This is an optimization exercise on Yosys and OpenROAD, whose aim is small area, not a production implementation.
At most, simulation tests tie the RTL to the original design; equivalence was not proved.
No functional check of the RTL was part of runs 4 to 6.
No activity file was given, so power comes from the tool's default toggle rates.

==> design/flow/flow/abc_area.script <==
&get -n
&st
&syn2
&dch
&nf -R 1000
&put
==> design/flow/config.mk <==
export PLATFORM = sky130hd
export DESIGN_NAME = bf8b
export DESIGN_NICKNAME = bf8b
export VERILOG_FILES = /design/flow/design.v
export SDC_FILE = /design/flow/constraint.sdc
export NUM_CORES = 8
export LEC_CHECK = 0
export CAP_MARGIN = 20
export CORE_MARGIN = 2
export CORE_UTILIZATION = 35
export SLEW_MARGIN = 20
==> design/flow/design.v <==
module uart (
    input rst,
    input clk,
    input [1:0] t,
    input st_go,                 
    input [2:0] sel,             
    input [7:0] st_byte,
    input dma_pass,
    input dma_rx,                
    input [7:0] ptr_byte,
    input dma_done,              
    input txcap,                 
    input [7:0] tx_in,
    output [7:0] rd_byte,        
    output [7:0] ptr_tap,        
    output reg [7:0] rx_byte,
    output dma_req,
    output rx_need,
    input rx,
    output tx
);
reg [7:0] u0 [0:3];
reg [7:0] u1 [0:3];
reg [7:0] u2 [0:3];
reg [7:0] u3 [0:3];
reg [7:0] u4 [0:3];
reg [7:0] u5 [0:3];
wire [7:0] tx_start = u0[0];
wire [7:0] tx_end = u1[0];
wire [7:0] rx_start = u2[0];
wire [7:0] rx_end = u3[0];
wire [7:0] tx_ptr = u4[0];
wire [7:0] rx_ptr = u5[0];
reg tx_en, rx_en;
reg [1:0] clr_cnt;
wire clr = rst | (clr_cnt != 0);
reg ptrrst;                      
wire ptrrst_now = (t == 0) ? st_byte[5] : ptrrst;
wire st_cfg = st_go & (sel == 3'd0);
wire w0 = st_go & (sel == 3'd1);
wire w1 = st_go & (sel == 3'd2);
wire w2 = st_go & (sel == 3'd3);
wire w3 = st_go & (sel == 3'd4);
wire w4 = w0 | (dma_pass & ~dma_rx);
wire w5 = w2 | (st_cfg & ptrrst_now) | (dma_pass & dma_rx);
wire [7:0] d4 = dma_pass ? ptr_byte : st_byte;
wire [7:0] d5 = dma_pass ? ptr_byte : (st_cfg ? rx_start : st_byte);
integer k;
always @(posedge clk) begin
    for (k = 0; k < 3; k = k + 1) begin
        u0[k] <= u0[k+1];
        u1[k] <= u1[k+1];
        u2[k] <= u2[k+1];
        u3[k] <= u3[k+1];
        u4[k] <= u4[k+1];
        u5[k] <= u5[k+1];
    end
    u0[3] <= clr ? 8'd0 : w0 ? st_byte : u0[0];
    u1[3] <= clr ? 8'd0 : w1 ? st_byte : u1[0];
    u2[3] <= clr ? 8'd0 : w2 ? st_byte : u2[0];
    u3[3] <= clr ? 8'd0 : w3 ? st_byte : u3[0];
    u4[3] <= clr ? 8'd0 : w4 ? d4 : u4[0];
    u5[3] <= clr ? 8'd0 : w5 ? d5 : u5[0];
end
reg txeq_acc, rxeq_acc, tx_eq, rx_eq;
wire txeq_now = (tx_ptr == tx_end) & ((t == 0) | txeq_acc);
wire rxeq_now = (rx_ptr == rx_end) & ((t == 0) | rxeq_acc);
reg [9:0] txs;
reg [2:0] txc;
wire tx_busy = txs != 0;
wire tx_need = tx_en & ~tx_eq & ~tx_busy & ~txcap;
wire tx_done = tx_en & tx_eq & ~tx_busy & ~txcap;
assign tx = txs[0] | ~tx_busy;
reg rx_prev, rvalid;
reg [9:0] rs;
reg [2:0] rc;
wire rx_idle = rs[0];
wire rx_full = rx_en & rx_eq;
assign rx_need = rvalid;
assign dma_req = rvalid | tx_need;
assign ptr_tap = dma_rx ? rx_ptr : tx_ptr;
always @(*) rx_byte = rs[9:2];
always @(posedge clk) begin
    txeq_acc <= txeq_now;
    rxeq_acc <= rxeq_now;
    if (t == 2'd3) begin
        tx_eq <= txeq_now;
        rx_eq <= rxeq_now;
    end
    if (t == 0)
        ptrrst <= st_byte[5];
    if (rst) begin
        clr_cnt <= 2'd3;
        txs <= 10'd0;
        rx_prev <= 1'b1;
        rs[0] <= 1'b1;
        rvalid <= 0;
        tx_en <= 0;
        rx_en <= 0;
    end else begin
        if (clr_cnt != 0)
            clr_cnt <= clr_cnt - 1'b1;
        if (txcap) begin
            txs <= {1'b1, tx_in, 1'b0};
            txc <= 0;
        end else if (tx_busy && t == 0) begin
            txc <= txc + 1'b1;
            if (txc == 3'd7)
                txs <= {1'b0, txs[9:1]};
        end
        rx_prev <= rx;
        if (rx_idle) begin
            if (rx_prev & ~rx) begin
                rs <= 10'b1000000000;
                rc <= 0;
            end
        end else if (t == 0) begin
            rc <= rc + 1'b1;
            if (rc == 3'd3) begin
                rs <= {rx, rs[9:1]};
                if (rs[1])
                    rvalid <= rx_en & ~rx_eq;
            end
        end
        if (dma_done & dma_rx)
            rvalid <= 0;
        if (st_cfg && t == 0) begin
            tx_en <= st_byte[1];
            rx_en <= st_byte[2];
        end
    end
end
reg [7:0] rdb;
always @(*) begin
    case (sel)
        3'd0: rdb = (t == 0) ? {3'b0, rx_full, tx_done, rx_en, tx_en, 1'b0} : 8'd0;
        3'd1: rdb = tx_start;
        3'd2: rdb = tx_end;
        3'd3: rdb = rx_start;
        3'd4: rdb = rx_end;
        3'd5: rdb = rx_ptr;
        default: rdb = 8'd0;
    endcase
end
assign rd_byte = rdb;
endmodule
module bf8b (
    input rst,
    input clk,
    input rx,
    input [31:0] data_in,
    output [31:0] data_out,
    output [29:0] addr,
    output [3:0] wes,
    output tx
);
localparam P_FETCH = 2'd0;      
localparam P_EX    = 2'd1;      
localparam P_EX2   = 2'd2;      
localparam P_DMA   = 2'd3;      
localparam K_SLT   = 2'd0;
localparam K_SH    = 2'd1;
localparam K_LOAD  = 2'd2;
localparam K_STORE = 2'd3;
reg [1:0] t;
reg [1:0] pass;
reg [1:0] k2;
reg [29:0] pc;
reg [31:0] a;
reg [4:0] rlo;                   
reg [2:0] rf3;                   
reg c;                           
reg cc;                          
reg zacc;                        
reg flag;                        
reg dsel;                        
reg txcap;                       
reg pcinc;                       
reg uflag;                       
wire t0 = t == 2'd0;
wire t1 = t == 2'd1;
wire t3 = t == 2'd3;
wire [31:0] ir = data_in;
wire [4:0] opc = ir[6:2];
wire [2:0] f3 = ir[14:12];
wire [4:0] rd = ir[11:7];
wire [4:0] rs1 = ir[19:15];
wire [4:0] rs2 = ir[24:20];
wire is_load  = opc == 5'b00000;
wire is_opimm = opc == 5'b00100;
wire is_auipc = opc == 5'b00101;
wire is_store = opc == 5'b01000;
wire is_op    = opc == 5'b01100;
wire is_lui   = opc == 5'b01101;
wire is_br    = opc == 5'b11000;
wire is_jalr  = opc == 5'b11001;
wire is_jal   = opc == 5'b11011;
wire is_alu   = is_op | is_opimm;
wire is_slt   = is_alu & (f3[2:1] == 2'b01);
wire is_sh    = is_alu & (f3[1:0] == 2'b01);
reg [31:0] imm;
always @(*) begin
    if (is_store)
        imm = {{20{ir[31]}}, ir[31:25], ir[11:7]};
    else if (is_br)
        imm = {{19{ir[31]}}, ir[31], ir[7], ir[30:25], ir[11:8], 1'b0};
    else if (is_lui | is_auipc)
        imm = {ir[31:12], 12'b0};
    else if (is_jal)
        imm = {{11{ir[31]}}, ir[31], ir[19:12], ir[20], ir[30:21], 1'b0};
    else
        imm = {{20{ir[31]}}, ir[31:20]};
end
wire [7:0] immb = imm[8*t +: 8];
wire [4:0] rs2x = (pass == P_EX) ? rs2 : rlo;
wire [7:0] p1, p2;
reg [7:0] rf [1:31][0:3];
wire [31:1] sel1, sel2;
wire [31*8-1:0] taps;
genvar gr;
generate
    for (gr = 1; gr < 32; gr = gr + 1) begin : TAP
        assign taps[8*(gr-1) +: 8] = rf[gr][0];
    end
endgenerate
onehot5 DEC1 (.x(rs1), .y(sel1));
onehot5 DEC2 (.x(rs2x), .y(sel2));
rdmux RD1 (.sel(sel1), .taps(taps), .q(p1));
rdmux RD2 (.sel(sel2), .taps(taps), .q(p2));
integer r, j;
reg wen;
reg [4:0] wreg;
reg [7:0] wbyte;
always @(posedge clk) begin
    for (r = 1; r < 32; r = r + 1) begin
        for (j = 0; j < 3; j = j + 1)
            rf[r][j] <= rf[r][j+1];
        rf[r][3] <= (wen && wreg == r) ? wbyte : rf[r][0];
    end
end
reg inc_a;                       
wire [29:0] inc = (inc_a ? a[31:2] : pc) + 1'b1;
wire [31:0] pcw = {pc, 2'b00};
wire [31:0] incw = {inc, 2'b00};
wire [7:0] pcb = pcw[8*t +: 8];
wire [7:0] incb = incw[8*t +: 8];
wire [7:0] uart_ptr;
wire in_dma = pass == P_DMA;
wire use_pc = is_auipc | is_jal | is_br;
wire [7:0] ain = in_dma ? uart_ptr : use_pc ? pcb : is_lui ? 8'd0 : p1;
wire [7:0] bin = in_dma ? 8'd0 : is_op ? p2 : immb;
wire sub = ~in_dma & is_op & ir[30] & (f3 == 3'b000);
wire cin = t0 ? (sub | in_dma) : c;
wire [8:0] sum = {1'b0, ain} + {1'b0, bin ^ {8{sub}}} + cin;
wire [7:0] cb = (is_op | is_br) ? p2 : immb;
wire ccin = t0 ? 1'b1 : cc;
wire [8:0] cdiff = {1'b0, p1} + {1'b0, ~cb} + ccin;
wire ltu = ~cdiff[8];
wire lt = ltu ^ p1[7] ^ cb[7];
wire eq = (p1 == cb) & (t0 | zacc);
wire cond = f3[2] ? (f3[1] ? ltu : lt) : eq;
wire taken = cond ^ f3[0];
wire left = ~f3[2];
wire [1:0] q = rlo[4:3];
wire [2:0] rr = rlo[2:0];
wire fill = ir[30] & flag;
wire [1:0] hi_i = left ? -q : q + 2'd1;
wire [1:0] lo_i = left ? ~q : q;
wire [7:0] hi_b = a[8*hi_i +: 8];
wire [7:0] lo_b = a[8*lo_i +: 8];
wire hi_ok = left ? (t >= q) : ({1'b0, t} + q < 3'd3);
wire lo_ok = left ? ({1'b0, t} >= q + 3'd1) : ({1'b0, t} + q < 3'd4);
wire [7:0] hi_v = hi_ok ? hi_b : {8{fill}};
wire [7:0] lo_v = lo_ok ? lo_b : {8{fill}};
wire [15:0] win = left ? {1'b0, hi_v, lo_v[7:1]} : {hi_v, lo_v};
wire [15:0] wsh = win >> (left ? ~rr : rr);
wire [7:0] shout = wsh[7:0];
reg [7:0] alub;
always @(*) begin
    case ({is_alu, f3})
        4'b1100: alub = p1 ^ bin;
        4'b1110: alub = p1 | bin;
        4'b1111: alub = p1 & bin;
        default: alub = sum[7:0];
    endcase
end
wire [1:0] aoff = a[1:0];
wire [1:0] lm = aoff + t;
wire [7:0] lraw = data_in[8*lm +: 8];
wire [1:0] sgn_i = aoff + {1'b0, rf3[0]};
wire lsgn = data_in[8*sgn_i + 7] & ~rf3[2];
wire lext = (rf3[1:0] == 2'b00) ? ~t0 : (rf3[1:0] == 2'b01) ? t[1] : 1'b0;
wire [7:0] ldb = lext ? {8{lsgn}} : lraw;
wire [1:0] lsz = (rf3[1:0] == 2'b00) ? 2'd0 : (rf3[1:0] == 2'b01) ? 2'd1 : 2'd3;
wire [1:0] tn = t + 2'd1;
wire [2:0] lnext = {1'b0, aoff} + {1'b0, (tn < lsz) ? tn : lsz};
wire uart_ea = sum[7:0] == 8'hFF && a[31:24] == 8'hFF && a[23:16] == 8'h00;
wire [2:0] sbyte = {1'b0, aoff} + {1'b0, t};
wire [2:0] ssize = (rf3[1:0] == 2'b00) ? 3'd1 : (rf3[1:0] == 2'b01) ? 3'd2 : 3'd4;
wire b3done = rf3[1:0] == 2'b10 && aoff == 2'd0;
wire st_now = {1'b0, t} < ssize && !(t3 && b3done);
wire [7:0] uart_rd;
wire [7:0] rx_byte;
wire dma_req, rx_need;
wire dma_rx = t0 ? rx_need : dsel;
wire k_uart = pass == P_EX2 && (k2 == K_LOAD || k2 == K_STORE) && uflag;
uart UART (
    .rst(rst),
    .clk(clk),
    .t(t),
    .st_go(k_uart && k2 == K_STORE),
    .sel(a[4:2]),
    .st_byte(p2),
    .dma_pass(in_dma),
    .dma_rx(dma_rx),
    .ptr_byte(sum[7:0]),
    .dma_done(in_dma & t3),
    .txcap(txcap),
    .tx_in(lraw),
    .rd_byte(uart_rd),
    .ptr_tap(uart_ptr),
    .rx_byte(rx_byte),
    .dma_req(dma_req),
    .rx_need(rx_need),
    .rx(rx),
    .tx(tx)
);
reg [1:0] npass;
reg [1:0] nk2;
reg pc_we;                       
reg [31:0] na;
reg [1:0] amux;                  
reg [3:0] wes_r;
reg [7:0] dbyte;
task automatic advance(input jump);
    begin
        pc_we = 1'b1;
        amux = jump ? 2'd3 : 2'd1;
        npass = dma_req ? P_DMA : P_EX;
    end
endtask
always @(*) begin
    npass = pass;
    nk2 = k2;
    pc_we = 1'b0;
    na = a;
    amux = 2'd0;
    inc_a = 1'b0;
    wes_r = 4'b0;
    wen = 1'b0;
    wreg = rd;
    wbyte = alub;
    dbyte = p2;
    case (pass)
        P_FETCH: begin
            if (t0 && pcinc) begin
                amux = 2'd1;
                pc_we = 1'b1;
            end
            if (t3)
                npass = dma_req ? P_DMA : P_EX;
        end
        P_EX: begin
            if (is_alu & (is_slt | is_sh)) begin
                na = {p1, a[31:8]};
                if (t3) begin
                    nk2 = is_slt ? K_SLT : K_SH;
                    npass = P_EX2;
                end
            end else if (is_alu | is_lui | is_auipc) begin
                wen = 1'b1;
                if (t3)
                    advance(1'b0);
            end else if (is_jal | is_jalr | is_br) begin
                na = {sum[7:0], a[31:8]};
                if (!is_br) begin
                    wen = 1'b1;
                    wbyte = incb;
                end
                if (t3)
                    advance(!is_br || taken);
            end else begin
                na = {sum[7:0], a[31:8]};
                if (t3) begin
                    nk2 = is_load ? K_LOAD : K_STORE;
                    npass = P_EX2;
                    if (is_load)
                        amux = 2'd3;
                    else if (f3[1:0] == 2'b10 && a[9:8] == 2'b00 && !uart_ea) begin
                        amux = 2'd3;
                        wes_r = 4'b1000;
                    end
                end
            end
        end
        P_EX2: begin
            case (k2)
                K_SLT: begin
                    wen = 1'b1;
                    wbyte = {7'b0, flag & t0};
                    if (t3)
                        advance(1'b0);
                end
                K_SH: begin
                    wen = 1'b1;
                    wbyte = shout;
                    na = {a[7:0], a[31:8]};
                    if (t3)
                        advance(1'b0);
                end
                K_LOAD: begin
                    wen = 1'b1;
                    wreg = rlo;
                    if (uflag)
                        wbyte = uart_rd;
                    else begin
                        wbyte = ldb;
                        if (!t3) begin
                            inc_a = lnext[2];
                            amux = lnext[2] ? 2'd1 : 2'd2;
                        end
                    end
                    if (t3)
                        advance(1'b0);
                end
                default: begin
                    if (!uflag && st_now) begin
                        inc_a = sbyte[2];
                        amux = sbyte[2] ? 2'd1 : 2'd2;
                        wes_r = 4'b0001 << sbyte[1:0];
                    end
                    if (t3) begin
                        if (!uflag && st_now)
                            npass = P_FETCH;     
                        else
                            advance(1'b0);
                    end
                end
            endcase
        end
        default: begin
            na = {uart_ptr, a[31:8]};
            if (t3) begin
                amux = 2'd3;
                if (dsel) begin
                    wes_r = 4'b0001 << a[9:8];
                    dbyte = rx_byte;
                end
                npass = P_FETCH;
            end
        end
    endcase
end
wire [29:0] ea = {in_dma ? uart_ptr : sum[7:0], a[31:10]};
assign addr = (amux == 2'd0) ? pc : (amux == 2'd1) ? inc : (amux == 2'd2) ? a[31:2] : ea;
assign wes = rst ? 4'b0 : wes_r;
assign data_out = {4{dbyte}};
always @(posedge clk) begin
    if (rst) begin
        t <= 2'd0;
        pass <= P_FETCH;
        pc <= 30'd0;
        txcap <= 1'b0;
        pcinc <= 1'b0;
    end else begin
        t <= t + 1'b1;
        pass <= npass;
        if (pc_we)
            pc <= addr;
        txcap <= in_dma && t3 && !dsel;
        if (pass == P_EX2 && k2 == K_STORE && t3 && !uflag && st_now)
            pcinc <= 1'b1;
        else if (pass == P_FETCH && t0)
            pcinc <= 1'b0;
    end
    k2 <= nk2;
    a <= na;
    c <= sum[8];
    cc <= cdiff[8];
    zacc <= eq;
    if (pass == P_EX && t3) begin
        flag <= is_slt ? (f3[0] ? ltu : lt) : p1[7];
        uflag <= uart_ea;
    end
    if (pass == P_EX) begin
        rf3 <= f3;
        if (is_load)
            rlo <= rd;
        else if (is_op & is_sh)
            rlo <= t0 ? p2[4:0] : rlo;
        else
            rlo <= rs2;
    end
    if (in_dma && t0)
        dsel <= rx_need;
end
endmodule
module onehot5 (
    input [4:0] x,
    output [31:1] y
);
genvar i;
generate
    for (i = 1; i < 32; i = i + 1) begin : D
        assign y[i] = x == i;
    end
endgenerate
endmodule
module rdmux (
    input [31:1] sel,
    input [31*8-1:0] taps,
    output [7:0] q
);
wire [7:0] l0 [0:31];
wire [7:0] l1 [0:15];
wire [7:0] l2 [0:7];
wire [7:0] l3 [0:3];
wire [7:0] l4 [0:1];
genvar i;
generate
    assign l0[0] = 8'd0;
    for (i = 1; i < 32; i = i + 1) begin : L0
        assign l0[i] = {8{sel[i]}} & taps[8*(i-1) +: 8];
    end
    for (i = 0; i < 16; i = i + 1) begin : L1
        assign l1[i] = l0[2*i] | l0[2*i+1];
    end
    for (i = 0; i < 8; i = i + 1) begin : L2
        assign l2[i] = l1[2*i] | l1[2*i+1];
    end
    for (i = 0; i < 4; i = i + 1) begin : L3
        assign l3[i] = l2[2*i] | l2[2*i+1];
    end
    for (i = 0; i < 2; i = i + 1) begin : L4
        assign l4[i] = l3[2*i] | l3[2*i+1];
    end
endgenerate
assign q = l4[0] | l4[1];
endmodule
==> design/flow/flow/run.sh <==
#!/bin/bash
# The standard layout, with three of its steps tuned for area:
#  - synthesis maps the logic with an area-oriented ABC script (flow/abc_area.script)
#    instead of ORFS's delay-oriented one; everything else in the synthesis is the
#    standard one (synth_recipe.tcl), so the registers are the same;
#  - ports are buffered with buf_2 rather than the resizer's default delay cell;
#  - clock-tree sinks are clustered in larger groups.
set -euo pipefail
here=$(pwd)
{
  echo "proc abc {args} {"
  echo "  set i [lsearch -exact \$args -script]"
  echo "  if {\$i >= 0} { lset args [expr {\$i + 1}] $here/flow/abc_area.script }"
  echo "  yosys abc {*}\$args"
  echo "}"
  cat synth_recipe.tcl
} > area_synth.tcl
sed "s#SYNTH_SCRIPT=[^ ]*#SYNTH_SCRIPT=$here/area_synth.tcl#" standard.sh > area_standard.sh
export BUFFER_PORTS_ARGS="-buffer_cell sky130_fd_sc_hd__buf_2"
export CTS_ARGS="-sink_clustering_enable -repair_clock_nets -sink_clustering_size 24 -sink_clustering_max_diameter 100 -dont_use_dummy_load"
bash area_standard.sh > standard.log 2>&1
==> design/flow/standard.sh <==
#!/bin/bash
# synth_recipe.tcl (not shown) runs the flow's synth.tcl, then flattens the netlist and writes it again
# the make line also repeats each setting of config.mk as NAME=value (left out here)
make -C /OpenROAD-flow-scripts/flow DESIGN_CONFIG=/design/flow/config.mk WORK_HOME=/design/flow/orfs CLKGATE_MAP_FILE= SYNTH_SCRIPT=/design/flow/synth_recipe.tcl "${@:-finish}"
==> design/flow/constraint.sdc <==
create_clock -name core_clock -period 14.0 [get_ports {clk}]
set_input_delay 2.8000 -clock core_clock [delete_from_list [all_inputs] [get_ports {clk}]]
set_output_delay 2.8000 -clock core_clock [all_outputs]
set_load 0.01 [all_outputs]
==> impl_metrics.py, run 1 <==
metrics = {
    "floorplanning": {
        "floorplan.core_area_um2": 118000,
        "dieArea_um2": 121000,
        "chipWidth_um": 348,
        "rows": 126,
        "ioPinCount": 102,
        "floorplan.initialDensity": 0.352,
        "die_height_um": 348,
    },
    "clock_tree": {
        "cts-root-to-sink-buffers": 3,
        "cts_hold_buf": 0,
        "htree_num_levels": 3,
        "root_buffer": "clkbuf_16",
        "tritoncts": "done",
        "clkTransAtPathRegs_ns": 0.08,
        "cts_resized": 0,
        "cts_inserted_buffers": 69,
        "cts.sinks": 1305,
        "cts_setup_buffers": 0,
        "worstSkewPairLatency_ns": 0.67,
    },
    "synthesis": {
        "synth-edff-count": 62,
        "yosys_register_bits": 1305,
        "ys_dominant_reg_cell": "dfxtp_1",
        "yosys.cell_count.top_type": "dfxtp_1",
        "synthDistinctLibCells": 63,
        "netlist_instances": 3820,
        "post-synth-top-area-fraction": 0.601,
        "synth_sequential_area_ratio": 0.646,
        "synthesis.yosys.warnings": 10,
        "syn-mean-instance-area_um2": 10.8,
        "synth_top_cells_by_count": "1243 x dfxtp_1, 445 x nor2_1, 374 x nand2_1, 350 x o21ai_0, 301 x a21oi_1",
        "post-synth-top-area-cell": "dfxtp_1",
        "syn-cell-area_um2": 41400,
        "synthTopCellsByArea": "dfxtp_1 60%, edfxtp_1 4.5%, o21ai_0 4.2%, nor2_1 4.0%, a21oi_1 3.6%",
        "synth.net_count": 3917,
        "share_of_flip_flops_with_an_asynchronous_set_or_reset_after_synthesis": 0,
    },
    "global_routing": {
        "grt_overflow": 0,
        "grt_util_all_layers": 0.235,
        "antenna_found_initial": 12,
        "first_global_vias": 28100,
        "wire_length_of_the_first_global_routing_pass_um": 208000,
        "grt_max_degree": 68,
    },
    "critical_path": {
        "critPathSlowestCell": "a2111oi_0",
        "kind_of_start_point_of_the_critical_path": "primary input",
        "critical_path_required_ns": 11.20,
        "cp_max_fo": 22,
        "cpMostUsedCell": "o21ai_0",
        "critical_path.max_stage_delay_ns": 0.85,
        "worstSetupPathType": "primary input to output port",
        "endpoint_kind": "output port",
        "critical_path_arrival_ns": 10.68,
    },
    "drt": {
        "postRouteWirelength_um": 146000,
        "postRouteAntennaNets": 0,
        "route.detailed.drc": 0,
        "first_iter_violations": 4070,
        "drt_pre_antenna_iters": 9,
        "route.detailed.wl_per_inst_um": 26.2,
        "vias": 30800,
        "via_per_instance_ratio": 5.52,
    },
    "timing": {
        "final-setup-viol-count": 0,
        "setup_repair_after_global_routing_missed_its_margin": "no",
        "timing.max_slew.rel_slack": 0.287,
        "worstMarginPinSlew_ns": 1.07,
        "totalNegativeSetupSlack_ns": 0,
        "max_clock_freq_mhz": 74.2,
        "worst_hold_slack_across_all_endpoints_ns": 0.246,
        "timing.final.crit_share": 0.963,
        "clock-skew-final_ns": 0.0938,
        "finalMaxSlewViolations": 0,
        "timing.final.crit_period_ns": 13.48,
        "final-hold-violation-count": 0,
    },
    "placed_design": {
        "placedCellCount": 5513,
        "weighted_congestion_reported_at_the_end_of_routability_driven_placement": 1.01,
        "placement.io_buffers": 101,
        "hpwl_dp_um": 110000,
    },
    "worst_hold_path": {
        "min-delay-path-class": "flip-flop to flip-flop",
    },
    "finish": {
        "layout.filler_cells": 11500,
        "syn_to_final_growth_pct": 11.4,
        "layout.nets": 4145,
        "layout-drive-gt1-share": 0.0739,
        "final-instance-count-excl-fill": 5588,
    },
    "power_and_ir_drop": {
        "leakagePower_nw": 17.3,
        "power.ir.vdd_worst_mv": 0.0921,
        "power-per-cell-area_nw_per_um2": 139,
    },
    "job": {
        "drv.max_cap_violation_count": 0,
    },
    "run_status": {
        "status": "no timing/DRC/antenna violations",
    },
}
## metrics by stage
stage,instance area (µm²),setup WS (ns),power (mW),util
global placement,44400,0.957,4.49,0.377
finish,46200,0.520,6.41,0.392
detailed placement,44400,0.785,4.49,0.377
global route,46100,0.0795,6.63,0.392
CTS,46100,0.678,6.45,0.392
floorplan,41400,1.81,4.19,-
## worst paths after layout
kind | start | to | slack, ns | cells after the start
max | data_in[19] | addr[0] | 0.52 | 33
min | rf[53][4] | rf[52][4] | 0.25 | 0
max reg2reg | rlo[0] | pc[23] | 4.56 | 32
min reg2reg | rf[53][4] | rf[52][4] | 0.25 | 0
## flip-flops by register name, indices dropped and copies added (netlist names), 30 cells and up
name,count
UART.u2,32
UART.u3,32
UART.u1,32
UART.u0,32
rf,992
UART.u4,32
a,32
pc,30
UART.u5,32
## logic make-up after synthesis
logic type	count (synthesis)	share of synthesized area
compound gates	1041	0.155
fa+ha+maj	62	0.0195
flops	1305	0.646
buf+inv	96	0.0109
xor+xnor	66	0.0140
mux	117	0.0367
simple gates	1133	0.118
## layout make-up
cell class,count,area (µm²),share of cell area
Antenna cell,6,15.0,0.000325
Tap cell,1536,1920,0.0416
Inverter,71,267,0.00577
Sequential cell,1305,26700,0.580
Multi-Input combinational cell,2419,14300,0.311
Timing Repair Buffer,182,1130,0.0245
Clock buffer,69,1730,0.0374
## report_power, final
part           switching, mW  internal, mW  total, mW
combinational          0.450         0.158      0.608
clock                   1.11         0.880       1.99
sequential            0.0401          3.77       3.81
total                   1.60          4.81       6.41
## cell usage in the layout (no fill, tap or decap), types with 23 or more instances in the layout
master	Yosys	final
dfxtp_1	1243	1241
nor2_1	445	443
nand2_1	374	374
o21ai_0	350	348
a21oi_1	301	300
a22oi_1	117	117
buf_2	0	101
buf_4	24	79
mux2i_1	73	73
clkinv_1	71	71
nor3_1	74	71
clkbuf_16	0	69
nand3_1	63	63
edfxtp_1	62	62
a222oi_1	58	58
ha_1	58	57
o22ai_1	40	39
xor2_1	34	34
nand4_1	33	33
a221oi_1	33	32
xnor2_1	32	32
a211oi_1	32	31
nand2b_1	29	29
mux4_2	26	26
a22o_1	25	24
nor4_1	23	23
## worst max-delay path, delay by kind of cell
family                     cells  cell delay [ns]
AOI/OAI and AO/OA             11             3.21
adders and majority gates      1             0.29
xor gates and xnor gates       1             0.22
buffers and inverters          6             1.55
and+or+nand+nor               14             2.54
## layer usage
metal | GRT usage | vias to the layer above | wire [µm]
met1 | 0.335 | 15000 | 65800
met4 | 0.0982 | 8 | 6630
li1 | - | 14100 | -
met5 | 0 | - | 59
met2 | 0.353 | 1446 | 61700
met3 | 0.0398 | 300 | 12100
==> run 2: changes to the inputs <==
==> design/flow/flow/abc_area.script (replaced) <==
&get -n
&st
&dch
&nf -R 1000
&put
==> run 2 against run 1 <==
- still clean on timing, DRC and antenna
- area after synthesis about the same
- core utilization increased by 0.25 points
- sequential power increased by 3%
- sequential share of layout area decreased by 0.37 points
- combinational power increased by 92%
- setup slack got worse by 0.13 ns
- routed wire length increased by 1.7%
- final area increased by 0.63%
- maximum frequency decreased by 0.96%
- critical endpoint is now addr[24]
- largest cell class unchanged
==> impl_metrics.py, run 2 <==
metrics = {
    "finish": {
        "finish.instance_area_um2": 46400,
        "seq_area_um2": 26700,
        "layout.filler_cells": 11600,
        "highest_count_cells_in_the_layout_ignoring_fill_and_taps": "1242 x dfxtp_1, 490 x nor2_1, 463 x a21oi_1, 230 x nand2_1, 230 x o21ai_0",
        "number_of_flip_flops_under_the_largest_register_name": 992,
        "multi_input_comb_area_um2": 14400,
        "layout.nets": 4147,
        "syn_to_final_growth_pct": 12.1,
        "layout-drive-gt1-share": 0.0850,
        "final-instance-count-excl-fill": 5589,
        "regMostFlops": "rf",
        "layout_commonest_cell": "dfxtp_1",
    },
    "drt": {
        "first_iter_violations": 3536,
        "route.detailed.wl_per_inst_um": 26.6,
        "drt_pre_antenna_iters": 6,
        "vias": 30500,
        "postRouteAntennaNets": 0,
        "route.detailed.drc": 0,
        "postRouteWirelength_um": 149000,
        "via_per_instance_ratio": 5.46,
    },
    "synthesis": {
        "share_of_flip_flops_with_an_asynchronous_set_or_reset_after_synthesis": 0,
        "syn-mean-instance-area_um2": 10.9,
        "synthTopCellsByArea": "dfxtp_1 60%, a21oi_1 5.6%, nor2_1 4.5%, edfxtp_1 4.5%, o21ai_0 2.8%",
        "synthDistinctLibCells": 55,
        "syn-cell-area_um2": 41400,
        "synthesis.yosys.warnings": 10,
        "synth.net_count": 3885,
        "ys_dominant_reg_cell": "dfxtp_1",
        "post-synth-top-area-cell": "dfxtp_1",
        "post-synth-top-area-fraction": 0.601,
        "yosys_register_bits": 1305,
        "synth_sequential_area_ratio": 0.646,
        "synth-edff-count": 62,
        "synth_top_cells_by_count": "1243 x dfxtp_1, 502 x nor2_1, 464 x a21oi_1, 231 x o21ai_0, 230 x nand2_1",
        "netlist_instances": 3788,
        "yosys.cell_count.top_type": "dfxtp_1",
    },
    "power_and_ir_drop": {
        "power.share.sequential": 0.556,
        "cell_internal_pwr_mw": 5.00,
        "power.ir.vdd_worst_mv": 0.119,
        "power.share.combinational": 0.166,
        "p_switching_mw": 2.08,
        "pwr-share-clk": 0.278,
        "switching_share_of_power": 0.294,
        "leakagePower_nw": 17.4,
        "power-per-cell-area_nw_per_um2": 152,
    },
    "placed_design": {
        "postPlaceCellArea_um2": 44700,
        "hpwl_dp_um": 110000,
        "placement.io_buffers": 101,
        "placedCellCount": 5516,
        "weighted_congestion_reported_at_the_end_of_routability_driven_placement": 1.03,
    },
    "critical_path": {
        "critical_path_arrival_ns": 10.81,
        "worstSetupPathType": "primary input to output port",
        "endpoint_kind": "output port",
        "kind_of_start_point_of_the_critical_path": "primary input",
        "critPathSlowestCell": "nor2_1",
        "critical_path_required_ns": 11.20,
        "cp_max_fo": 54,
        "cpMostUsedCell": "nor2_1",
        "critical_path.max_stage_delay_ns": 0.80,
        "rr_worst_depth": 33,
    },
    "global_routing": {
        "grt_overflow": 0,
        "grt_max_degree": 60,
        "wire_length_of_the_first_global_routing_pass_um": 209000,
        "grt_util_all_layers": 0.238,
        "first_global_vias": 28400,
        "antenna_found_initial": 11,
    },
    "timing": {
        "clock-skew-final_ns": 0.0788,
        "setup_repair_after_global_routing_missed_its_margin": "no",
        "worstMarginPinSlew_ns": 1.15,
        "final-hold-violation-count": 0,
        "final-setup-viol-count": 0,
        "timing.final.crit_share": 0.972,
        "max_clock_freq_mhz": 73.5,
        "timing.final.crit_period_ns": 13.61,
        "finalMaxSlewViolations": 0,
        "timing.max_slew.rel_slack": 0.226,
    },
    "floorplanning": {
        "floorplan.initialDensity": 0.352,
        "rows": 126,
        "die_height_um": 348,
        "ioPinCount": 102,
        "floorplan.core_area_um2": 118000,
        "dieArea_um2": 121000,
        "chipWidth_um": 348,
    },
    "run_status": {
        "status": "no timing/DRC/antenna violations",
    },
    "clock_tree": {
        "cts-root-to-sink-buffers": 3,
        "cts_setup_buffers": 0,
        "clkTransAtPathRegs_ns": 0.09,
        "htree_num_levels": 3,
        "cts.sinks": 1305,
        "tritoncts": "done",
        "cts_inserted_buffers": 67,
        "root_buffer": "clkbuf_16",
        "worstSkewPairLatency_ns": 0.66,
    },
    "worst_hold_path": {
        "worstHoldPathCells": 0,
        "min-delay-path-class": "flip-flop to flip-flop",
    },
    "job": {
        "drv.max_cap_violation_count": 0,
    },
}
==> run 2: path summary, 6_finish.rpt <==
| kind | from | endpoint | slack (ns) |
|---|---|---|---|
| hold / removal | rf[89][0] | rf[88][0] | 0.28 |
| setup / recovery | data_in[24] | addr[24] | 0.39 |
| hold reg to reg | rf[89][0] | rf[88][0] | 0.28 |
| setup reg to reg | t[1] | rf[95][4] | 4.33 |
==> run 2: area by class of cell <==
cell class                      instances  area share
Sequential cell                      1305       0.576
Clock buffer                           67      0.0361
Inverter                               70     0.00566
Multi-Input combinational cell       2388       0.311
Timing Repair Buffer                  218      0.0298
Antenna cell                            5    0.000269
Tap cell                             1536      0.0414
==> run 2: layer usage <==
layer	vias to the layer above	share of wire	global-route usage
met5	-	0.00050	0
met4	12	0.050	0.107
met3	379	0.066	0.0355
met2	1347	0.46	0.392
met1	14700	0.42	0.309
li1	14100	-	-
==> run 2: power by group through the flow <==
stage | logic [mW] | clock network, mW | registers, mW
global route | 1.24 | 2.14 | 3.94
detailed placement | 1.15 | 0 | 4.02
finish | 1.17 | 1.97 | 3.93
CTS | 1.15 | 2.02 | 3.93
floorplan | 0.615 | 0 | 3.96
global placement | 1.15 | 0 | 4.02
==> run 2: critical path: cells and delay by family <==
kind / cells / cell delay [ns]
and+or+nand+nor: 15 / 3.27
adders and majority gates: 2 / 0.96
buffers and inverters: 4 / 1.09
AOI/OAI and AO/OA: 8 / 2.26
xor gates and xnor gates: 2 / 0.41
==> run 2: cells by family (layout without fill, tap and decap cells) <==
family | after synthesis | in the layout | synth area share
adders and majority gates | 62 | 62 | 0.0195
DFF | 1305 | 1305 | 0.646
xor gates and xnor gates | 64 | 64 | 0.0135
and+or+nand+nor | 1022 | 1022 | 0.108
muxes | 130 | 130 | 0.0389
other | 0 | 5 | 0
buffers and inverters | 95 | 355 | 0.0108
AOI/OAI and AO/OA | 1110 | 1110 | 0.164
==> run 2: repair_timing <==
action,in CTS,in global routing
endpoints found under the setup margin,0,29
hold buffers,0,0
endpoints found under the hold margin,0,0
gates resized for setup,0,1
==> run 2: per-stage QoR <==
stage / hold WS (ns) / utilization / setup TNS (ns) / power [mW] / setup slack [ns]
after floorplan: 0.310 / - / 0 / 4.58 / 0.819
after global routing: 0.278 / 0.394 / 0 / 7.32 / 0.0322
after global placement: 0.310 / 0.380 / -0.0218 / 5.17 / -0.0218
after detailed placement: 0.312 / 0.380 / 0 / 5.16 / 0.398
final: 0.281 / 0.394 / 0 / 7.08 / 0.389
after CTS: 0.283 / 0.394 / 0 / 7.10 / 0.386
==> run 3: changes to the inputs <==
--- a/design/flow/flow/run.sh
+++ b/design/flow/flow/run.sh
@@ -3,7 +3,7 @@
 #  - synthesis maps the logic with an area-oriented ABC script (flow/abc_area.script)
 #    instead of ORFS's delay-oriented one; everything else in the synthesis is the
 #    standard one (synth_recipe.tcl), so the registers are the same;
-#  - ports are buffered with buf_2 rather than the resizer's default delay cell;
+#  - ports are buffered with buf_1 rather than the resizer's default delay cell;
 #  - clock-tree sinks are clustered in larger groups.
 set -euo pipefail
 here=$(pwd)
@@ -16,6 +16,6 @@
   cat synth_recipe.tcl
 } > area_synth.tcl
 sed "s#SYNTH_SCRIPT=[^ ]*#SYNTH_SCRIPT=$here/area_synth.tcl#" standard.sh > area_standard.sh
-export BUFFER_PORTS_ARGS="-buffer_cell sky130_fd_sc_hd__buf_2"
+export BUFFER_PORTS_ARGS="-buffer_cell sky130_fd_sc_hd__buf_1"
 export CTS_ARGS="-sink_clustering_enable -repair_clock_nets -sink_clustering_size 24 -sink_clustering_max_diameter 100 -dont_use_dummy_load"
 bash area_standard.sh > standard.log 2>&1
==> design/flow/flow/abc_area.script (replaced) <==
&get -n
&st
&syn2
&dch
&nf -R 1000
&put
--- a/design/flow/config.mk
+++ b/design/flow/config.mk
@@ -7,5 +7,5 @@
 export LEC_CHECK = 0
 export CAP_MARGIN = 20
 export CORE_MARGIN = 2
-export CORE_UTILIZATION = 35
+export CORE_UTILIZATION = 55
 export SLEW_MARGIN = 20
==> run 3 against run 2 <==
- still clean
- largest cell class unchanged
- critical endpoint is now addr[16]
- final area is 2.5% lower
- core utilization is 21 points higher
- register-to-register slack better by 0.10 ns
- die area is 36% lower
- count of clock-buffer cells in the layout is 1 lower
==> impl_metrics.py, run 3 <==
metrics = {
    "synthesis": {
        "synth-edff-count": 62,
        "synthesis.yosys.warnings": 10,
        "syn-cell-area_um2": 41400,
        "synth.net_count": 3917,
        "synthTopCellsByArea": "dfxtp_1 60%, edfxtp_1 4.5%, o21ai_0 4.2%, nor2_1 4.0%, a21oi_1 3.6%",
        "synth_top_cells_by_count": "1243 x dfxtp_1, 445 x nor2_1, 374 x nand2_1, 350 x o21ai_0, 301 x a21oi_1",
        "post-synth-top-area-fraction": 0.601,
        "share_of_flip_flops_with_an_asynchronous_set_or_reset_after_synthesis": 0,
        "ys_dominant_reg_cell": "dfxtp_1",
        "netlist_instances": 3820,
        "yosys_register_bits": 1305,
        "yosys.cell_count.top_type": "dfxtp_1",
        "synth_sequential_area_ratio": 0.646,
        "synthDistinctLibCells": 63,
        "syn-mean-instance-area_um2": 10.8,
        "post-synth-top-area-cell": "dfxtp_1",
    },
    "critical_path": {
        "worstSetupPathType": "primary input to output port",
        "critical_path_required_ns": 11.20,
        "critPathSlowestCell": "a31oi_4",
        "cpMostUsedCell": "nor2_1",
        "cp_max_fo": 28,
        "endpoint_kind": "output port",
        "path_delay_family": "compound AO/OA/AOI/OAI gates",
        "cp_num_buf_inv": 4,
        "critical_path.max_stage_delay_ns": 0.85,
        "critical_path_arrival_ns": 10.73,
        "kind_of_start_point_of_the_critical_path": "primary input",
    },
    "finish": {
        "syn_to_final_growth_pct": 9.36,
        "layout.filler_cells": 6047,
        "layout.nets": 4148,
        "final-instance-count-excl-fill": 5019,
        "regMostFlops": "rf",
        "number_of_flip_flops_under_the_largest_register_name": 992,
        "layout-drive-gt1-share": 0.0504,
        "layout_commonest_cell": "dfxtp_1",
        "highest_count_cells_in_the_layout_ignoring_fill_and_taps": "1241 x dfxtp_1, 441 x nor2_1, 374 x nand2_1, 348 x o21ai_0, 300 x a21oi_1",
    },
    "power_and_ir_drop": {
        "pwr-share-clk": 0.306,
        "power.share.combinational": 0.094,
        "power.share.sequential": 0.600,
        "cell_internal_pwr_mw": 4.77,
        "leakagePower_nw": 16.9,
        "p_switching_mw": 1.58,
        "switching_share_of_power": 0.249,
        "power-per-cell-area_nw_per_um2": 140,
        "power.ir.vdd_worst_mv": 0.134,
    },
    "timing": {
        "max_clock_freq_mhz": 73.9,
        "timing.max_slew.rel_slack": 0.193,
        "setup_repair_after_global_routing_missed_its_margin": "no",
        "final-hold-violation-count": 0,
        "final-setup-viol-count": 0,
        "layout_setup_ws_ns": 0.472,
        "finalMaxSlewViolations": 0,
        "clock-skew-final_ns": 0.0875,
        "totalNegativeSetupSlack_ns": 0,
        "worstMarginPinSlew_ns": 1.18,
        "timing.final.crit_period_ns": 13.53,
        "timing.final.crit_share": 0.966,
    },
    "global_routing": {
        "grt_overflow": 0,
        "first_global_vias": 30300,
        "use_met2": 0.588,
        "wire_length_of_the_first_global_routing_pass_um": 207000,
        "antenna_found_initial": 3,
        "grt_max_degree": 68,
        "grt-busiest-layer": "met2",
        "grt_util_all_layers": 0.363,
        "met3_use_gr": 0.0619,
        "use_met1": 0.460,
    },
    "drt": {
        "route.detailed.drc": 0,
        "via_per_instance_ratio": 6.29,
        "postRouteWirelength_um": 143000,
        "drt_pre_antenna_iters": 10,
        "postRouteAntennaNets": 0,
        "vias": 31600,
        "first_iter_violations": 4279,
        "route.detailed.wl_per_inst_um": 28.5,
    },
    "placed_design": {
        "weighted_congestion_reported_at_the_end_of_routability_driven_placement": 1.05,
        "place_worst_setup_slack_ns": 0.780,
        "placedCellCount": 4951,
        "hpwl_dp_um": 106000,
        "placement.io_buffers": 101,
    },
    "clock_tree": {
        "cts-root-to-sink-buffers": 3,
        "tritoncts": "done",
        "cts.sinks": 1305,
        "cts_hold_buf": 0,
        "cts_resized": 0,
        "cts_inserted_buffers": 66,
        "root_buffer": "clkbuf_16",
        "worstSkewPairLatency_ns": 0.66,
        "cts_setup_buffers": 0,
        "htree_num_levels": 3,
        "clkTransAtPathRegs_ns": 0.09,
    },
    "floorplanning": {
        "chipWidth_um": 278,
        "dieArea_um2": 77500,
        "floorplan.initialDensity": 0.556,
        "floorplan.core_area_um2": 74400,
        "die_height_um": 278,
        "ioPinCount": 102,
        "rows": 100,
    },
    "worst_hold_path": {
        "min-delay-path-class": "flip-flop to flip-flop",
    },
    "run_status": {
        "status": "no timing/DRC/antenna violations",
    },
    "job": {
        "drv.max_cap_violation_count": 0,
    },
}
-- run 3: power groups by stage --
stage / clock, mW / combinational (mW) / sequential (mW)
global placement: 0 / 0.564 / 3.90
finish: 1.94 / 0.598 / 3.82
floorplan: 0 / 0.298 / 3.89
detailed placement: 0 / 0.572 / 3.90
global route: 2.08 / 0.623 / 3.82
CTS: 1.97 / 0.576 / 3.82
-- run 3: worst paths after layout --
| kind | slack [ns] | cells past startpoint | endpoint | start |
|---|---|---|---|---|
| max | 0.47 | 28 | addr[16] | data_in[23] |
| min | 0.30 | 0 | rf[52][3] | rf[53][3] |
| max reg2reg | 4.43 | 30 | pc[6] | pass[0] |
| min reg2reg | 0.30 | 0 | rf[52][3] | rf[53][3] |
-- run 3: layout make-up --
| type | instances | area, µm² | share of cell area |
|---|---|---|---|
| sequential | 1305 | 26700 | 0.591 |
| multi-input combinational | 2419 | 14400 | 0.317 |
| clock buffer | 66 | 1650 | 0.0365 |
| tap | 969 | 1210 | 0.0268 |
| timing repair buffer | 188 | 1040 | 0.0231 |
| inverter | 71 | 267 | 0.00588 |
| antenna | 1 | 2.50 | 0.0000553 |
-- run 3: kinds of logic (layout without fill, tap and decap cells) --
logic type,Yosys count,in the layout,synth area share
xor+xnor,66,66,0.0140
fa+ha+maj,62,62,0.0195
compound gates,1041,1041,0.155
other cells,0,1,0
simple gates,1133,1133,0.118
flops,1305,1305,0.646
buf+inv,96,325,0.0109
mux,117,117,0.0367
-- run 3: metal layers --
layer | wire length (µm) | part of all wire
met1 | 55900 | 0.39
met2 | 65800 | 0.46
met3 | 11700 | 0.082
met4 | 9760 | 0.068
met5 | 0 | 0
-- run 3: per-stage QoR --
stage          hold WS [ns]   util  instance area [µm²]  total power [mW]
3_5_place_dp          0.312  0.586                43600              4.48
4_1_cts               0.283  0.608                45300              6.36
2_1_floorplan         0.310      -                41400              4.19
5_1_grt               0.291  0.608                45300              6.53
6_report              0.302  0.608                45300              6.36
3_3_place_gp          0.310  0.586                43600              4.47
==> run 4: changes to the inputs <==
--- a/design/flow/design.v
+++ b/design/flow/design.v
@@ -509,31 +509,12 @@
 module rdmux (
     input [31:1] sel,
     input [31*8-1:0] taps,
-    output [7:0] q
+    output reg [7:0] q
 );
-wire [7:0] l0 [0:31];
-wire [7:0] l1 [0:15];
-wire [7:0] l2 [0:7];
-wire [7:0] l3 [0:3];
-wire [7:0] l4 [0:1];
-genvar i;
-generate
-    assign l0[0] = 8'd0;
-    for (i = 1; i < 32; i = i + 1) begin : L0
-        assign l0[i] = {8{sel[i]}} & taps[8*(i-1) +: 8];
-    end
-    for (i = 0; i < 16; i = i + 1) begin : L1
-        assign l1[i] = l0[2*i] | l0[2*i+1];
-    end
-    for (i = 0; i < 8; i = i + 1) begin : L2
-        assign l2[i] = l1[2*i] | l1[2*i+1];
-    end
-    for (i = 0; i < 4; i = i + 1) begin : L3
-        assign l3[i] = l2[2*i] | l2[2*i+1];
-    end
-    for (i = 0; i < 2; i = i + 1) begin : L4
-        assign l4[i] = l3[2*i] | l3[2*i+1];
-    end
-endgenerate
-assign q = l4[0] | l4[1];
+integer i;
+always @(*) begin
+    q = 8'd0;
+    for (i = 1; i < 32; i = i + 1)
+        q = q | ({8{sel[i]}} & taps[8*(i-1) +: 8]);
+end
 endmodule
==> design/flow/flow/run.sh (replaced) <==
#!/bin/bash
# The standard layout, with three of its steps tuned for area:
#  - synthesis maps the logic with an area-oriented ABC script (flow/abc_area.script)
#    instead of ORFS's delay-oriented one; everything else in the synthesis is the
#    standard one (synth_recipe.tcl), so the registers are the same;
#  - ports are buffered with buf_2 rather than the resizer's default delay cell;
#  - clock-tree sinks are clustered in larger groups.
set -euo pipefail
here=$(pwd)
{
  echo "proc abc {args} {"
  echo "  set i [lsearch -exact \$args -script]"
  echo "  if {\$i >= 0} { lset args [expr {\$i + 1}] $here/flow/abc_area.script }"
  echo "  yosys abc {*}\$args"
  echo "}"
  cat synth_recipe.tcl
} > area_synth.tcl
sed "s#SYNTH_SCRIPT=[^ ]*#SYNTH_SCRIPT=$here/area_synth.tcl#" standard.sh > area_standard.sh
export BUFFER_PORTS_ARGS="-buffer_cell sky130_fd_sc_hd__buf_2"
export CTS_ARGS="-sink_clustering_enable -repair_clock_nets -sink_clustering_size 28 -sink_clustering_max_diameter 120"
bash area_standard.sh > standard.log 2>&1
==> design/flow/flow/abc_area.script (replaced) <==
&get -n
&st
&dch
&nf -R 1000
&put
--- a/design/flow/config.mk
+++ b/design/flow/config.mk
@@ -7,5 +7,5 @@
 export LEC_CHECK = 0
 export CAP_MARGIN = 20
 export CORE_MARGIN = 2
-export CORE_UTILIZATION = 55
+export CORE_UTILIZATION = 35
 export SLEW_MARGIN = 20
==> run 4 against run 3 <==
- the layout now fails its checks (setup timing)
- non-clock buffer count rose by 154
- synthesized cell count fell by 1.6%
- maximum frequency fell by 4.2%
- via count fell by 3.6%
- setup slack got worse by 0.60 ns
- routed wire length fell by 12%
- final area rose by 5.6%
- area after synthesis rose by 0.18%
- critical path type unchanged
- largest power group unchanged
- highest routed layer is now met5
==> impl_metrics.py, run 4 <==
metrics = {
    "synthesis": {
        "ys_dominant_reg_cell": "dfxtp_1",
        "synth.net_count": 3857,
        "syn-cell-area_um2": 41500,
        "syn-mean-instance-area_um2": 11.0,
        "synth_sequential_area_ratio": 0.645,
        "synth-edff-count": 62,
        "synthDistinctLibCells": 58,
        "synthTopCellsByArea": "dfxtp_1 60%, a21oi_1 5.5%, nor2_1 4.6%, edfxtp_1 4.5%, o21ai_0 2.6%",
        "netlist_instances": 3760,
        "share_of_flip_flops_with_an_asynchronous_set_or_reset_after_synthesis": 0,
        "post-synth-top-area-cell": "dfxtp_1",
        "yosys.cell_count.top_type": "dfxtp_1",
        "synth_top_cells_by_count": "1243 x dfxtp_1, 508 x nor2_1, 460 x a21oi_1, 233 x nand2_1, 212 x o21ai_0",
        "synthesis.yosys.warnings": 10,
        "post-synth-top-area-fraction": 0.600,
        "yosys_register_bits": 1305,
    },
    "power_and_ir_drop": {
        "power.share.sequential": 0.598,
        "pwr-share-clk": 0.285,
        "power.share.combinational": 0.117,
        "p_switching_mw": 1.69,
        "total_power_draw_mw": 6.43,
        "power-per-cell-area_nw_per_um2": 134,
        "leakagePower_nw": 18.1,
        "cell_internal_pwr_mw": 4.74,
        "power.ir.vdd_worst_mv": 0.0992,
        "switching_share_of_power": 0.262,
    },
    "finish": {
        "highest_count_cells_in_the_layout_ignoring_fill_and_taps": "1242 x dfxtp_1, 500 x nor2_1, 434 x a21oi_1, 225 x nand2_1, 225 x buf_4",
        "layout_commonest_cell": "dfxtp_1",
        "antenna-diode-count": 0,
        "layout-drive-gt1-share": 0.128,
        "final_core_utilization": 0.406,
        "syn_to_final_growth_pct": 15.3,
        "layout.filler_cells": 11500,
        "regMostFlops": "rf",
        "number_of_flip_flops_under_the_largest_register_name": 992,
        "layout.nets": 4229,
    },
    "placed_design": {
        "placement.io_buffers": 101,
        "place_worst_setup_slack_ns": -0.360,
        "hpwl_dp_um": 90400,
        "weighted_congestion_reported_at_the_end_of_routability_driven_placement": 0.977,
    },
    "worst_hold_path": {
        "min-delay-path-class": "flip-flop to flip-flop",
    },
    "timing": {
        "totalNegativeSetupSlack_ns": -1.15,
        "layout_setup_ws_ns": -0.123,
        "worst_hold_slack_across_all_endpoints_ns": 0.288,
        "clock-skew-final_ns": 0.0518,
        "final-setup-viol-count": 23,
        "finalMaxSlewViolations": 0,
        "timing.max_slew.rel_slack": 0.232,
        "setup_repair_after_global_routing_missed_its_margin": "yes",
        "timing.final.crit_share": 1.01,
        "timing.final.crit_period_ns": 14.12,
        "worstMarginPinSlew_ns": 1.14,
        "final-hold-violation-count": 0,
        "max_clock_freq_mhz": 70.8,
    },
    "global_routing": {
        "wire_length_of_the_first_global_routing_pass_um": 185000,
        "antenna_found_initial": 2,
        "grt_overflow": 0,
        "first_global_vias": 28600,
        "grt_util_all_layers": 0.200,
        "grt_max_degree": 49,
    },
    "critical_path": {
        "critical_path_arrival_ns": 11.32,
        "cp_max_fo": 9,
        "worstSetupPathType": "primary input to output port",
        "critPathSlowestCell": "a221o_1",
        "endpoint_kind": "output port",
        "critical_path_required_ns": 11.20,
        "critical_path.max_stage_delay_ns": 0.37,
        "cpMostUsedCell": "a221o_1",
        "kind_of_start_point_of_the_critical_path": "primary input",
    },
    "clock_tree": {
        "cts_hold_buf": 0,
        "tritoncts": "done",
        "worstSkewPairLatency_ns": 0.70,
        "root_buffer": "clkbuf_16",
        "clkTransAtPathRegs_ns": 0.11,
        "htree_num_levels": 2,
        "cts_inserted_buffers": 53,
        "cts-root-to-sink-buffers": 3,
        "cts.sinks": 1305,
    },
    "floorplanning": {
        "floorplan.initialDensity": 0.352,
        "floorplan.core_area_um2": 118000,
        "chipWidth_um": 348,
        "die_height_um": 348,
        "rows": 126,
        "dieArea_um2": 121000,
        "ioPinCount": 102,
    },
    "drt": {
        "vias": 30400,
        "route.detailed.wl_per_inst_um": 22.2,
        "drt_pre_antenna_iters": 8,
        "route.detailed.drc": 0,
        "first_iter_violations": 3174,
        "postRouteAntennaNets": 0,
        "postRouteWirelength_um": 126000,
        "via_per_instance_ratio": 5.36,
    },
    "job": {
        "drv.max_cap_violation_count": 0,
    },
    "run_status": {
        "status": "complete, but fails checks",
        "checkFailReasons": "setup timing",
    },
}
[run 4: cell types whose count changed after synthesis, moves of 24 or more]
cell and delta:
mux2i_1 +28, and3_1 +24, a21oi_1 +159, a221o_1 +88, o21ai_0 -138, nor2_1 +63, a22oi_1 -67, nand2_1 -141
[run 4: power by group through the flow]
stage	sequential [mW]	clock (mW)	combinational (mW)
floorplan	3.90	0	0.373
global placement	3.93	0	0.698
detailed placement	3.93	0	0.701
CTS	3.84	1.88	0.719
global route	3.85	2.01	0.801
finish	3.84	1.83	0.754
[run 4: worst max-delay path: cells and delay by family]
family,cells,cell delay [ns]
AO/OA/AOI/OAI,27,5.82
buffers and inverters,9,1.42
AND/OR/NAND/NOR,6,0.67
XOR/XNOR,2,0.36
adder cells (fa/ha/maj),1,0.24
[run 4: timing repair]
action	CTS	global route
buffers inserted	22	19
pin swaps	25	49
cloned	2	2
setup endpoints to repair	30	31
resized for setup	42	79
[run 4: area by class of cell]
type,instances,area [µm²],share of cell area
sequential,1305,26700,0.559
multi-input combinational,2379,15000,0.314
clock inverter,6,81.3,0.00170
inverter,51,191,0.00400
tap,1536,1920,0.0402
timing repair buffer,342,2480,0.0519
clock buffer,59,1370,0.0286
[run 4: logic make-up (layout without fill, tap and decap cells)]
kind of cell	Yosys count	in the layout	synth area share
AOI/OAI and AO/OA	1064	1064	0.162
xor gates and xnor gates	66	66	0.0139
adders and majority gates	62	62	0.0192
buffers and inverters	76	458	0.00905
DFF	1305	1305	0.645
muxes	138	138	0.0401
and+or+nand+nor	1049	1049	0.111
[run 4: worst paths after layout]
| check | from | endpoint | slack (ns) | cells past startpoint |
|---|---|---|---|---|
| worst max-delay path | data_in[24] | addr[8] | -0.12 | 45 |
| worst min-delay path | rf[29][0] | rf[28][0] | 0.29 | 0 |
| worst max register to register | pass[0] | pc[23] | 3.82 | 47 |
| worst min register to register | rf[29][0] | rf[28][0] | 0.29 | 0 |
[run 4: routing by layer]
layer	part of all wire	wire length, µm	global-route usage
met3	0.069	8730	0.0331
met2	0.45	56200	0.317
met1	0.44	56100	0.273
met4	0.039	4940	0.0762
met5	0.0015	189	0.00960
[run 4: stage by stage]
| step | instances | cell area, µm² |
|---|---|---|
| CTS | 5661 | 47400 |
| detailed placement | 5572 | 45600 |
| finish | 5678 | 47800 |
| global placement | 5571 | 45600 |
| floorplan | 3760 | 41700 |
| global route | 5678 | 47800 |
==> run 5: changes to the inputs <==
==> design/flow/flow/abc_area.script (replaced) <==
&get -n
&st
&dch
&nf -R 1000
&st
&syn2
&if -g -K 6
&synch2
&nf -R 1000
&st
&syn2
&if -g -K 6
&synch2
&nf -R 1000
&st
&syn2
&if -g -K 6
&synch2
&nf -R 1000
&st
&syn2
&if -g -K 6
&synch2
&nf -R 1000
&st
&syn2
&if -g -K 6
&synch2
&nf -R 1000
&put
buffer -c
topo
stime -c
upsize -c
dnsize -c
==> run 5 against run 4 <==
- the run now finishes clean
- die area rose by 6.3%
- count of clock-buffer cells in the layout rose by 4
- critical endpoint is now addr[12]
- critical path depth fell by 14
- flip-flop and latch count did not move
- critical path type unchanged
- core utilization fell by 2.2 points
- area after synthesis rose by 6.4%
- largest power group unchanged
- register-to-register slack improved by 1.7 ns
==> impl_metrics.py, run 5 <==
metrics = {
    "run_status": {
        "status": "no timing/DRC/antenna violations",
    },
    "timing": {
        "timing.final.crit_period_ns": 13.10,
        "final-setup-viol-count": 0,
        "clock-skew-final_ns": 0.0554,
        "finalMaxSlewViolations": 0,
        "worstMarginPinSlew_ns": 1.22,
        "timing.final.crit_share": 0.935,
        "final-hold-violation-count": 0,
        "worst_hold_slack_across_all_endpoints_ns": 0.315,
        "max_clock_freq_mhz": 76.4,
        "setup_repair_after_global_routing_missed_its_margin": "no",
        "timing.max_slew.rel_slack": 0.182,
        "totalNegativeSetupSlack_ns": 0,
        "layout_setup_ws_ns": 0.905,
    },
    "synthesis": {
        "synthDistinctLibCells": 94,
        "synth_sequential_area_ratio": 0.606,
        "post-synth-top-area-cell": "dfxtp_1",
        "synthesis.yosys.warnings": 10,
        "netlist_instances": 4179,
        "synth.net_count": 4276,
        "synthTopCellsByArea": "dfxtp_1 56%, edfxtp_1 4.2%, nor2_1 3.8%, nand2_1 3.2%, a21oi_1 2.9%",
        "synth_top_cells_by_count": "1243 x dfxtp_1, 449 x nor2_1, 376 x nand2_1, 260 x a21oi_1, 213 x o21ai_0",
        "ys_dominant_reg_cell": "dfxtp_1",
        "syn-cell-area_um2": 44200,
        "post-synth-top-area-fraction": 0.564,
        "yosys.cell_count.top_type": "dfxtp_1",
        "syn-mean-instance-area_um2": 10.6,
        "yosys_register_bits": 1305,
        "share_of_flip_flops_with_an_asynchronous_set_or_reset_after_synthesis": 0,
        "synth-edff-count": 62,
    },
    "finish": {
        "highest_count_cells_in_the_layout_ignoring_fill_and_taps": "1241 x dfxtp_1, 445 x nor2_1, 376 x nand2_1, 259 x a21oi_1, 211 x o21ai_0",
        "layout-drive-gt1-share": 0.114,
        "regMostFlops": "rf",
        "final-instance-count-excl-fill": 5869,
        "layout.nets": 4299,
        "number_of_flip_flops_under_the_largest_register_name": 992,
        "syn_to_final_growth_pct": 9.25,
        "finish.instance_area_um2": 48200,
        "layout_commonest_cell": "dfxtp_1",
        "final_core_utilization": 0.385,
    },
    "critical_path": {
        "rr_worst_depth": 32,
        "cp_max_fo": 30,
        "worstSetupPathType": "primary input to output port",
        "critical_path_arrival_ns": 10.30,
        "endpoint_kind": "output port",
        "r2r_slack_ns": 5.55,
        "timing.rr.start": "pass[0]",
        "critical_path.max_stage_delay_ns": 0.75,
        "kind_of_start_point_of_the_critical_path": "primary input",
        "crit_start": "data_in[23]",
        "critical_path_required_ns": 11.20,
        "r2r-end": "pc[13]",
        "critPathSlowestCell": "o21a_1",
    },
    "placed_design": {
        "postPlaceCellArea_um2": 46700,
        "place_worst_setup_slack_ns": 1.08,
        "weighted_congestion_reported_at_the_end_of_routability_driven_placement": 1.05,
        "placedCellCount": 5796,
        "hpwl_dp_um": 120000,
        "placement.io_buffers": 101,
    },
    "drt": {
        "first_iter_violations": 4068,
        "route.detailed.wl_per_inst_um": 28.2,
        "postRouteWirelength_um": 165000,
        "route.detailed.drc": 0,
        "drt_pre_antenna_iters": 8,
        "postRouteAntennaNets": 0,
        "via_per_instance_ratio": 5.56,
        "vias": 32600,
    },
    "floorplanning": {
        "rows": 130,
        "die_height_um": 359,
        "chipWidth_um": 359,
        "dieArea_um2": 129000,
        "ioPinCount": 102,
        "floorplan.initialDensity": 0.352,
        "floorplan.core_area_um2": 125000,
    },
    "clock_tree": {
        "cts-root-to-sink-buffers": 3,
        "worstSkewPairLatency_ns": 0.70,
        "root_buffer": "clkbuf_16",
        "cts_resized": 0,
        "cts_inserted_buffers": 54,
        "tritoncts": "done",
        "cts_hold_buf": 0,
        "cts.sinks": 1305,
        "htree_num_levels": 2,
        "clkTransAtPathRegs_ns": 0.10,
        "cts_setup_buffers": 0,
    },
    "power_and_ir_drop": {
        "power.ir.vdd_worst_mv": 0.127,
        "leakagePower_nw": 18.0,
        "power-per-cell-area_nw_per_um2": 131,
        "total_power_draw_mw": 6.33,
    },
    "worst_hold_path": {
        "worstHoldPathCells": 0,
        "hold_end": "UART.u5[2][0]",
        "min-delay-path-class": "flip-flop to flip-flop",
        "hp-start": "UART.u5[3][0]",
    },
    "global_routing": {
        "first_global_vias": 30700,
        "grt_util_all_layers": 0.248,
        "wire_length_of_the_first_global_routing_pass_um": 233000,
        "grt_max_degree": 61,
        "grt_overflow": 0,
        "antenna_found_initial": 10,
    },
    "job": {
        "drv.max_cap_violation_count": 0,
    },
}
[run 5: changes by cell type after synthesis, sizes merged, moves of 62 or more]
cell / change
a21oi: -200
clkbuf: +182
nand2: +144
a221o: -90
nand3: +68
inv: +62
[run 5: worst max-delay path: cells and delay by family]
kind,cells,cell delay (ns)
xor gates and xnor gates,1,0.17
AOI/OAI and AO/OA,13,3.13
buffers and inverters,5,1.25
and+or+nand+nor,11,2.55
adders and majority gates,1,0.38
[run 5: worst max-delay path by stage]
stage,end,slack [ns]
2_1_floorplan,addr[2],2.76
3_3_place_gp,addr[23],1.34
3_5_place_dp,addr[12],1.08
4_1_cts,addr[12],1.07
5_1_grt,addr[23],0.55
6_report,addr[12],0.90
[run 5: area by class of cell]
class | instances | area (µm²)
Fill cell | 12200 | 77200
Sequential cell | 1305 | 26700
Multi-Input combinational cell | 2544 | 16100
Tap cell | 1650 | 2060
Timing Repair Buffer | 233 | 1500
Clock buffer | 63 | 1440
Inverter | 64 | 240
Clock inverter | 6 | 108
Antenna cell | 4 | 10.0
[run 5: power breakdown]
group          switching (mW)  internal [mW]  total (mW)
sequential             0.0491           3.77        3.82
combinational           0.447          0.180       0.627
clock                    1.13          0.745        1.88
[run 5: cells by family (layout without fill, tap and decap cells)]
logic type                 count (synthesis)  count (layout)  synth area share
buffers and inverters                    330             366            0.0326
DFF                                     1305            1305             0.606
AOI/OAI and AO/OA                        984             984             0.146
other                                      0               4                 0
muxes                                    191             191            0.0562
xor gates and xnor gates                  94              94            0.0188
adders and majority gates                 62              62            0.0181
and+or+nand+nor                         1213            1213             0.122
[run 5: per-layer routing]
layer	wire, µm	vias up	global-route usage
li1	-	14700	-
met1	70900	15800	0.330
met2	70800	1636	0.376
met3	12900	462	0.0478
met4	10900	6	0.139
met5	37	-	0
==> run 6: changes to the inputs <==
==> design/flow/flow/run.sh (replaced) <==
#!/bin/bash
# The standard layout, with two of its steps tuned for area:
#  - ports are buffered with buf_2 rather than the resizer's default delay cell;
#  - clock-tree sinks are clustered in larger groups.
set -euo pipefail
export BUFFER_PORTS_ARGS="-buffer_cell sky130_fd_sc_hd__buf_2"
export CTS_ARGS="-sink_clustering_enable -repair_clock_nets -sink_clustering_size 28 -sink_clustering_max_diameter 120"
bash standard.sh > standard.log 2>&1
removed: design/flow/flow/abc_area.script
==> run 6 against run 5 <==
- via count up 1.1%
- clock power about the same
- core utilization about the same
- still clean
- area after synthesis up 1.1%
- critical path depth down 6
- final area up 1.3%
- setup slack worse by 0.24 ns
==> impl_metrics.py, run 6 <==
metrics = {
    "synthesis": {
        "synth.net_count": 4258,
        "synthesis.yosys.warnings": 10,
        "synth-edff-count": 62,
        "synthDistinctLibCells": 95,
        "syn-cell-area_um2": 44600,
        "yosys.area_share.adder": 0.0179,
        "yosys_register_bits": 1305,
        "dominant_combinational_cell_family_by_area_after_synthesis": "compound AO/OA/AOI/OAI gates",
        "post_synth_xor_area_fraction": 0.0172,
        "synthTopCellsByArea": "dfxtp_1 56%, edfxtp_1 4.2%, nor2_1 3.5%, mux2_2 3.3%, nand2_1 2.7%",
        "synth_top_cells_by_count": "1243 x dfxtp_1, 412 x nor2_1, 322 x nand2_1, 235 x a21oi_1, 187 x clkbuf_1",
        "yosys.cell_count.top_type": "dfxtp_1",
        "post-synth-top-area-fraction": 0.558,
        "syn-mean-instance-area_um2": 10.7,
        "post-synth-top-area-cell": "dfxtp_1",
        "share_of_flip_flops_with_an_asynchronous_set_or_reset_after_synthesis": 0,
    },
    "critical_path": {
        "rr_worst_depth": 26,
        "timing.critical_path.depth": 25,
        "cp_num_buf_inv": 4,
        "cp_max_fo": 24,
        "worstSetupPathType": "primary input to output port",
        "critPathSlowestCell": "or3_1",
        "critical_path_arrival_ns": 10.53,
        "critical_path_required_ns": 11.20,
        "endpoint_kind": "output port",
        "path_delay_family": "simple AND/OR/NAND/NOR gates",
    },
    "global_routing": {
        "grt_util_all_layers": 0.253,
        "grt_max_degree": 62,
        "first_global_vias": 31000,
        "antenna_found_initial": 7,
    },
    "drt": {
        "drt_pre_antenna_iters": 6,
        "first_iter_violations": 3952,
        "postRouteWirelength_um": 170000,
        "route.detailed.drc": 0,
        "route.detailed.wl_per_inst_um": 29.0,
        "via_per_instance_ratio": 5.62,
    },
    "finish": {
        "number_of_flip_flops_under_the_largest_register_name": 992,
        "syn_to_final_growth_pct": 9.52,
        "highest_count_cells_in_the_layout_ignoring_fill_and_taps": "1242 x dfxtp_1, 409 x nor2_1, 322 x nand2_1, 234 x a21oi_1, 169 x o21ai_0",
        "final-instance-count-excl-fill": 5870,
        "layout_commonest_cell": "dfxtp_1",
        "layout.nets": 4288,
        "regMostFlops": "rf",
        "layout-drive-gt1-share": 0.128,
    },
    "power_and_ir_drop": {
        "power.ir.vdd_worst_mv": 0.120,
        "leakagePower_nw": 18.3,
    },
    "clock_tree": {
        "cts-root-to-sink-buffers": 3,
        "cts_inserted_buffers": 55,
        "htree_num_levels": 2,
        "cts_hold_buf": 0,
        "tritoncts": "done",
        "cts.sinks": 1305,
    },
    "run_status": {
        "status": "no timing/DRC/antenna violations",
    },
    "placed_design": {
        "place_worst_setup_slack_ns": 0.889,
        "placement.io_buffers": 101,
        "hpwl_dp_um": 124000,
        "placedCellCount": 5794,
    },
    "timing": {
        "clock-skew-final_ns": 0.0420,
        "max_clock_freq_mhz": 75.0,
        "timing.final.crit_share": 0.952,
        "final-setup-viol-count": 0,
        "timing.max_slew.rel_slack": 0.117,
        "finalMaxSlewViolations": 0,
        "worstMarginPinSlew_ns": 1.32,
        "final-hold-violation-count": 0,
    },
    "job": {
        "drv.max_cap_violation_count": 0,
    },
    "floorplanning": {
        "floorplan.initialDensity": 0.351,
        "dieArea_um2": 130000,
        "chipWidth_um": 361,
    },
    "worst_hold_path": {
        "worstHoldPathCells": 0,
        "min-delay-path-class": "flip-flop to flip-flop",
    },
}
-- run 6: cell families (layout without fill, tap and decap cells) --
logic type / count (synthesis) / in the layout
xor gates and xnor gates: 87 / 87
adders and majority gates: 62 / 62
AOI/OAI and AO/OA: 961 / 961
other: 0 / 3
and+or+nand+nor: 1174 / 1174
muxes: 242 / 242
DFF: 1305 / 1305
buffers and inverters: 330 / 374
-- run 6: worst paths after layout --
check                                 start  endpoint  slack [ns]
worst min register to register     rf[6][0]  rf[5][0]        0.31
worst max-delay path            data_in[23]   addr[0]        0.67
worst min-delay path               rf[6][0]  rf[5][0]        0.31
worst max register to register      pass[0]     pc[6]        5.55
-- run 6: cell type report --
cell class,count,area [µm²]
diodes,3,7.51
clock buffers,59,1390
clock inverters,12,199
fillers,12500,78200
inverters,69,259
multi-input cells,2526,16700
flip-flops and latches,1305,26700
well taps,1662,2080
repair buffers,234,1520
-- run 6: through the flow --
step / total power [mW] / instance area, µm²
after CTS: 6.41 / 48800
after floorplan: 4.26 / 44600
after detailed placement: 4.54 / 47200
after global routing: 6.59 / 48900
after global placement: 4.54 / 47200
final: 6.38 / 48900
-- run 6: where the power goes --
group	internal [mW]	switching [mW]	total, mW
clock	0.740	1.17	1.91
combinational	0.185	0.461	0.645
sequential	3.77	0.0523	3.83
total	4.70	1.68	6.38
-- run 6: routing by layer --
| metal | share of wire | global-route usage | vias to the layer above |
|---|---|---|---|
| met2 | 0.43 | 0.393 | 1729 |
| met5 | 0.00010 | 0 | - |
| li1 | - | - | 14800 |
| met4 | 0.060 | 0.125 | 2 |
| met3 | 0.083 | 0.0511 | 427 |
| met1 | 0.42 | 0.336 | 16000 |

Check on run 6: ideal ports give 0.669 ns setup slack; a clkbuf_16 on the clock port and buf_2 on the inputs give 0.630 ns; moving port delays by the midpoint clock arrival (0.764 ns) as well gives 0.630 ns.
